Background: an optimization exercise with open tools, aiming at small area. Do not read the settings as production practice.
Only the layout flow was run in this run; the RTL was not checked for function there.

## design/flow/run.sh

```bash
#!/bin/bash
# synth_recipe.tcl (not shown) runs the flow's synth.tcl, then flattens the netlist and writes it again
# the make line also repeats each setting of config.mk as NAME=value (left out here)
make -C /OpenROAD-flow-scripts/flow DESIGN_CONFIG=/design/flow/config.mk WORK_HOME=/design/flow/orfs CLKGATE_MAP_FILE= SYNTH_SCRIPT=/design/flow/synth_recipe.tcl finish
```

## design/flow/config.mk

```make
export PLATFORM = sky130hd
export DESIGN_NAME = filter_lut
export DESIGN_NICKNAME = filter_lut
export VERILOG_FILES = /design/flow/design.v
export SDC_FILE = /design/flow/constraint.sdc
export NUM_CORES = 4
export LEC_CHECK = 0
export CAP_MARGIN = 20
export CORE_MARGIN = 2
export CORE_UTILIZATION = 40
export SLEW_MARGIN = 20
export SYNTH_HIERARCHICAL = 1
export SYNTH_MINIMUM_KEEP_SIZE = 0
```

## design/flow/constraint.sdc

```tcl
create_clock -name core_clock -period 10.0 [get_ports {clk}]
set_input_delay 2.0000 -clock core_clock [delete_from_list [all_inputs] [get_ports {clk}]]
set_output_delay 2.0000 -clock core_clock [all_outputs]
set_load 0.01 [all_outputs]
```

## design/flow/design.v

```verilog
module fa(input a, input b, input ci, output s, output co);
assign s = a ^ b ^ ci;
assign co = (a & b) | (a & ci) | (b & ci);
endmodule
module ha(input a, input b, output s, output co);
assign s = a ^ b;
assign co = a & b;
endmodule
module filter_lut(output [11:0] filtop,
                  input  [7:0]  x,
                  input         clk);
reg [7:0] x1, x2, x3;
always @(posedge clk) begin
  x1 <= x;
  x2 <= x1;
  x3 <= x2;
end
wire [7:0] x0n = ~x;
wire c1 = x1 >= 8'd205;   
wire c0 = x  >= 8'd137;   
wire s1, c2;
ha u_s1 (.a(x3[0]), .b(x2[0]), .s(s1), .co(c2));
wire s3, c4;
fa u_s3 (.a(x3[1]), .b(x2[1]), .ci(c2), .s(s3), .co(c4));
wire s5, c6;
fa u_s5 (.a(x3[0]), .b(x3[2]), .ci(x2[2]), .s(s5), .co(c6));
wire s7, c8;
ha u_s7 (.a(s5), .b(c4), .s(s7), .co(c8));
wire s9, c10;
fa u_s9 (.a(x2[0]), .b(x3[1]), .ci(x3[3]), .s(s9), .co(c10));
wire s11, c12;
fa u_s11 (.a(x2[3]), .b(c6), .ci(s9), .s(s11), .co(c12));
wire s13, c14;
ha u_s13 (.a(c8), .b(s11), .s(s13), .co(c14));
wire s15, c16;
fa u_s15 (.a(x2[1]), .b(x3[2]), .ci(x3[4]), .s(s15), .co(c16));
wire s17, c18;
fa u_s17 (.a(x2[4]), .b(c10), .ci(s15), .s(s17), .co(c18));
wire s19, c20;
fa u_s19 (.a(c12), .b(s17), .ci(c14), .s(s19), .co(c20));
wire s21, c22;
fa u_s21 (.a(x2[2]), .b(x3[3]), .ci(x3[5]), .s(s21), .co(c22));
wire s23, c24;
fa u_s23 (.a(x2[5]), .b(c16), .ci(s21), .s(s23), .co(c24));
wire s25, c26;
fa u_s25 (.a(c18), .b(s23), .ci(c20), .s(s25), .co(c26));
wire s27, c28;
fa u_s27 (.a(x2[3]), .b(x3[4]), .ci(x3[6]), .s(s27), .co(c28));
wire s29, c30;
fa u_s29 (.a(x2[6]), .b(c22), .ci(s27), .s(s29), .co(c30));
wire s31, c32;
fa u_s31 (.a(c24), .b(s29), .ci(c26), .s(s31), .co(c32));
wire s33, c34;
fa u_s33 (.a(x2[4]), .b(x3[5]), .ci(x3[7]), .s(s33), .co(c34));
wire s35, c36;
fa u_s35 (.a(x2[7]), .b(c28), .ci(s33), .s(s35), .co(c36));
wire s37, c38;
fa u_s37 (.a(c30), .b(s35), .ci(c32), .s(s37), .co(c38));
wire s39, c40;
fa u_s39 (.a(x2[5]), .b(x3[6]), .ci(c34), .s(s39), .co(c40));
wire s41, c42;
fa u_s41 (.a(c36), .b(s39), .ci(c38), .s(s41), .co(c42));
wire s43, c44;
fa u_s43 (.a(x2[6]), .b(x3[7]), .ci(c40), .s(s43), .co(c44));
wire s45, c46;
ha u_s45 (.a(s43), .b(c42), .s(s45), .co(c46));
wire s47 = x2[7] ^ c44 ^ c46;
wire tn0 = ~s1;
wire tn1 = ~s3;
wire tn2 = ~s7;
wire tn3 = ~s13;
wire tn4 = ~s19;
wire tn5 = ~s25;
wire tn6 = ~s31;
wire tn7 = ~s37;
wire tn8 = ~s41;
wire tn9 = ~s45;
wire tn10 = ~s47;
wire s48, c49;
ha u_s48 (.a(tn0), .b(x0n[0]), .s(s48), .co(c49));
wire s50, c51;
fa u_s50 (.a(x1[0]), .b(x0n[1]), .ci(tn1), .s(s50), .co(c51));
wire s52 = ~(c49 ^ s50);
wire c53 = c49 | s50;
wire s54, c55;
fa u_s54 (.a(x1[1]), .b(x0n[2]), .ci(tn2), .s(s54), .co(c55));
wire s56, c57;
fa u_s56 (.a(c51), .b(s54), .ci(c53), .s(s56), .co(c57));
wire s58, c59;
fa u_s58 (.a(x1[0]), .b(x1[2]), .ci(x0n[3]), .s(s58), .co(c59));
wire s60, c61;
fa u_s60 (.a(s58), .b(c55), .ci(tn3), .s(s60), .co(c61));
wire s62, c63;
ha u_s62 (.a(s60), .b(c57), .s(s62), .co(c63));
wire s64, c65;
fa u_s64 (.a(x1[1]), .b(x1[3]), .ci(x[0]), .s(s64), .co(c65));
wire s66, c67;
fa u_s66 (.a(x0n[4]), .b(c59), .ci(s64), .s(s66), .co(c67));
wire s68, c69;
fa u_s68 (.a(s66), .b(c61), .ci(tn4), .s(s68), .co(c69));
wire s70, c71;
ha u_s70 (.a(c63), .b(s68), .s(s70), .co(c71));
wire s72, c73;
fa u_s72 (.a(x1[2]), .b(x1[4]), .ci(x[1]), .s(s72), .co(c73));
wire s74, c75;
fa u_s74 (.a(x0n[5]), .b(c65), .ci(s72), .s(s74), .co(c75));
wire s76, c77;
fa u_s76 (.a(c67), .b(s74), .ci(c69), .s(s76), .co(c77));
wire s78, c79;
fa u_s78 (.a(tn5), .b(c71), .ci(s76), .s(s78), .co(c79));
wire s80, c81;
fa u_s80 (.a(x1[3]), .b(x1[5]), .ci(x[2]), .s(s80), .co(c81));
wire s82, c83;
fa u_s82 (.a(x0n[6]), .b(c73), .ci(s80), .s(s82), .co(c83));
wire s84, c85;
fa u_s84 (.a(c75), .b(s82), .ci(c77), .s(s84), .co(c85));
wire s86, c87;
fa u_s86 (.a(tn6), .b(c79), .ci(s84), .s(s86), .co(c87));
wire s88, c89;
fa u_s88 (.a(x1[4]), .b(x1[6]), .ci(x[3]), .s(s88), .co(c89));
wire s90, c91;
fa u_s90 (.a(x0n[7]), .b(c81), .ci(s88), .s(s90), .co(c91));
wire s92, c93;
fa u_s92 (.a(c83), .b(s90), .ci(c85), .s(s92), .co(c93));
wire s94, c95;
fa u_s94 (.a(tn7), .b(c87), .ci(s92), .s(s94), .co(c95));
wire s96, c97;
fa u_s96 (.a(x1[5]), .b(x1[7]), .ci(x[4]), .s(s96), .co(c97));
wire s98, c99;
fa u_s98 (.a(c89), .b(s96), .ci(c91), .s(s98), .co(c99));
wire s100, c101;
fa u_s100 (.a(s98), .b(c93), .ci(tn8), .s(s100), .co(c101));
wire s102 = ~(c95 ^ s100);
wire c103 = c95 | s100;
wire s104, c105;
fa u_s104 (.a(x1[6]), .b(x[5]), .ci(c97), .s(s104), .co(c105));
wire s106, c107;
fa u_s106 (.a(s104), .b(c99), .ci(tn9), .s(s106), .co(c107));
wire s108, c109;
fa u_s108 (.a(c101), .b(s106), .ci(c103), .s(s108), .co(c109));
wire s110 = ~s108;
wire s111, c112;
fa u_s111 (.a(x1[7]), .b(x[6]), .ci(c105), .s(s111), .co(c112));
wire s113, c114;
fa u_s113 (.a(s111), .b(c107), .ci(tn10), .s(s113), .co(c114));
wire s115, c116;
fa u_s115 (.a(c109), .b(s113), .ci(s108), .s(s115), .co(c116));
wire s117 = ~s115;
wire s118, c119;
fa u_s118 (.a(~c1), .b(x[7]), .ci(~c0), .s(s118), .co(c119));
wire s120, c121;
fa u_s120 (.a(s118), .b(c112), .ci(c114), .s(s120), .co(c121));
wire s122, c123;
fa u_s122 (.a(s120), .b(c116), .ci(s115), .s(s122), .co(c123));
wire s124 = c119 ^ c121 ^ c123;
wire [10:0] L = {s117, s110, s102, s94, s86, s78, s70, s62, s56, s52, s48};
wire fneg = s124;   
wire [10:0] lor;   
assign lor[0] = L[0];
genvar i;
generate for (i = 1; i < 11; i = i + 1) begin : g_or
  assign lor[i] = lor[i-1] | L[i];
end endgenerate
wire [10:0] mag = L ^ ({lor[9:0], 1'b0} & {11{fneg}});
wire f11 = s122;
assign filtop = {~fneg & (lor[10] | f11 | (x != 8'd0)), mag};
endmodule
```

==> flow_metrics.tcl <==
set metrics [dict create \
    final_nets 252 \
    fill_cells 438 \
    grt_pass1_vias 1379 \
    synthTopCellsByArea "fa_1 (50%), dfxtp_1 (24%), ha_1 (5.6%)" \
    gr-total-overflow 0 \
    placed_cells 241 \
    slew_viol_final 0 \
    cp-end-kind "primary output" \
    port_buffers 20 \
    cts_sinks 24 \
    rows 25 \
    routed_via_density 4.61 \
    synth_top_area_share_pct 50.4 \
    grt_max_degree 13 \
    htree_levels 1 \
    skew_ns 0.00678 \
    postSynthAreaPerCell_sq_um 13.9 \
    wl_per_cell_um 14.6 \
    period_share_pct 98.2 \
    grt_pass1_wl_um 6530 \
    synthesis.nets 215 \
    path_max_fanout 3 \
    syn_area_sq_um 2030 \
    die_x_um 75.2 \
    finalInstanceArea_sq_um 2440 \
    ioPinCount 21 \
    routed.top_layer "met4" \
    cts_buffer_depth 2 \
    ys_ff_latch 24 \
    placed_area_sq_um 2370 \
    drt_iter0_drc 41 \
    ys_types 24 \
    drc_errors 0 \
    ys_warn_count 7 \
    finalSetupTns_ns 0 \
    layout-drive-gt1-share_pct 24.3 \
    ant_nets 0 \
    cts-root-buf "clkbuf_8" \
    arrival_ns 7.82 \
    synth.most_common_cell "fa_1" \
    yosys.area.top_type "fa_1" \
    grt_antenna_before_repair 0 \
    vias 1144 \
    firstDrtPassIters 4 \
    fin_crit_ns 9.82 \
    core_sq_um 4820 \
    cts_tree "done" \
    wl_met2_um 1890 \
    start_util_pct 42.1 \
    dieArea_sq_um 5650 \
    crit_path_max_incr_delay_ns 0.54 \
    met3_wirelength_um 113 \
    crit_chain "clkdlybuf4s50_1 > inv_2 > fa_2 > fa_1 > fa_2 > fa_2 > fa_2 > fa_2 > fa_1 > inv_1 > ha_1 > inv_1 > fa_1 > fa_1 > fa_2 > buf_4 > xnor3_2 > a31oi_4 > xnor2_1 > buf_2" \
    die_height_um 75.2 \
    synth_ff_type "dfxtp_1" \
    synth_edf_count 0 \
    instances_no_fill 248 \
    met1_length_um 1610 \
    status "finished clean" \
    async_flop_share_pct 0 \
    yosysSeqAreaShare_pct 23.7 \
    relSlewSlack_pct 27.1 \
    synth_cells 146 \
    path_common_cell "fa_2" \
    clk_latency_ns 0.26 \
    gp_congestion 0.858 \
    syn2layout_area_growth_pct 20.6 \
    fmax_mhz 102 \
    utilization_pct 50.7 \
    slowest_stage "fa_1" \
    cp.required_ns 8.00 \
    setup_viol 0 \
    hold_path_class "flop to flop" \
    postRouteWirelength_um 3630 \
    clk_pin_slew_ns 0.08 \
    dp_hpwl_um 3340 \
    cap_viol_max_count 0 \
    path_class "input pin to primary output" \
    hold_viol_final 0 \
    diodes 0 \
    start_kind "input pin" \
    track_usage_pct 15.8 \
    tightest_slew_ns 1.08 \
    synth_common_cells "fa_1 (51), dfxtp_1 (24), inv_1 (24), xnor2_1 (10), ha_1 (9)" \
    cts_buffers 3 \
]
cell type report:
| cell class | count | area (sq um) | area share [%] |
|---|---|---|---|
| Tap cell | 67 | 83.8 | 3.43 |
| Timing Repair Buffer | 33 | 245 | 10.0 |
| Inverter | 24 | 90.1 | 3.69 |
| Multi-Input combinational cell | 97 | 1500 | 61.5 |
| Sequential cell | 24 | 480 | 19.7 |
| Clock buffer | 3 | 41.3 | 1.69 |
metal layers:
metal	up-vias	GRT usage, %
li1	532	-
met1	593	21.5
met2	17	27.5
met3	2	3.21
met4	0	1.75
met5	-	0
sequential cells by signal, indices dropped and copies added, names as in the netlist:
signal  count
x1          8
x3          8
x2          8
layout by cell type, fill, tap and decap left out:
| cell type | n |
|---|---|
| o211a_1 | 1 |
| xor2_1 | 2 |
| o21ai_0 | 3 |
| clkbuf_2 | 2 |
| nor4_1 | 1 |
| nor4b_1 | 2 |
| xnor2_1 | 10 |
| ha_1 | 9 |
| nand2_1 | 4 |
| fa_2 | 10 |
| nand2b_1 | 1 |
| inv_1 | 23 |
| and4_1 | 1 |
| clkdlybuf4s50_1 | 8 |
| o31ai_1 | 1 |
| buf_4 | 13 |
| buf_2 | 8 |
| o41ai_2 | 1 |
| inv_2 | 1 |
| or4b_4 | 1 |
| a41oi_2 | 1 |
| a21oi_2 | 1 |
| nor3_1 | 2 |
| dlygate4sd2_1 | 2 |
| fa_1 | 41 |
| a41oi_1 | 1 |
| a31oi_4 | 1 |
| o311ai_0 | 1 |
| clkbuf_8 | 3 |
| dfxtp_1 | 24 |
| xnor3_2 | 1 |
| xor3_2 | 1 |
modules after synthesis, one instance, submodules excluded:
module      cells  times used  flip-flops and latches  area (sq um)
filter_lut     88           1                      24           918
fa              1          51                       0          20.0
ha              1           7                       0          12.5
worst max-delay path, delay by kind of cell:
family,cells,cell delay (ns)
fa+ha+maj,11,4.19
buf+inv,6,1.00
xor+xnor,2,0.44
compound gates,1,0.17
path summary, 6_finish.rpt:
check	startpoint	end	slack (ns)	depth (start not counted)
setup reg to reg	x1[4]	x2[4]	9.46	0
setup / recovery	x[3]	filtop[9]	0.18	20
hold reg to reg	x2[0]	x3[0]	0.40	0
hold / removal	x2[0]	x3[0]	0.40	0
timing repair:
action | CTS | global route
resized for setup | 48 | 9
endpoints found under the setup margin | 11 | 11
pin swaps | 10 | 4
hold buffers | 0 | 0
buffers inserted | 4 | 0
metrics by stage:
step	setup WS, ns	hold WS [ns]
floorplan	0.614	0.379
global placement	-0.426	0.395
detailed placement	-0.622	0.396
CTS	0.00512	0.407
global route	-0.000223	0.427
finish	0.183	0.401
kinds of logic after synthesis:
kind of cell               share of synthesized area, %
AOI/OAI and AO/OA                                  4.26
adders and majority gates                          55.9
buffers and inverters                              4.82
DFF                                                23.7
and+or+nand+nor                                    3.83
xor gates and xnor gates                           7.47

[separate check: timing with driven ports]
In the flow no input, the clock included, has a driving cell. The finished layout below was timed again as built, in two steps.
Step 1 sets driving cells, clkbuf_16 on the clock port and buf_2 on the other inputs (assumed; they add their load-dependent delay and slew).
Step 2 also shifts input and output timing later by t, the mid clock arrival at the registers, as if the neighbouring blocks saw the same clock.
a / b / c = ideal ports / drivers / drivers and shift; a / b = the first two.
t, ns: 0.281
setup slack, ns: 0.183 / 0.159 / 0.159
worst data-port slew with drivers (ns): 0.03
cell pins on the clock port's net: 1
After both steps setup and hold are still met in this run. The setup slack of this run moves by -0.024 ns with the drivers and by -0.024 ns with both steps.
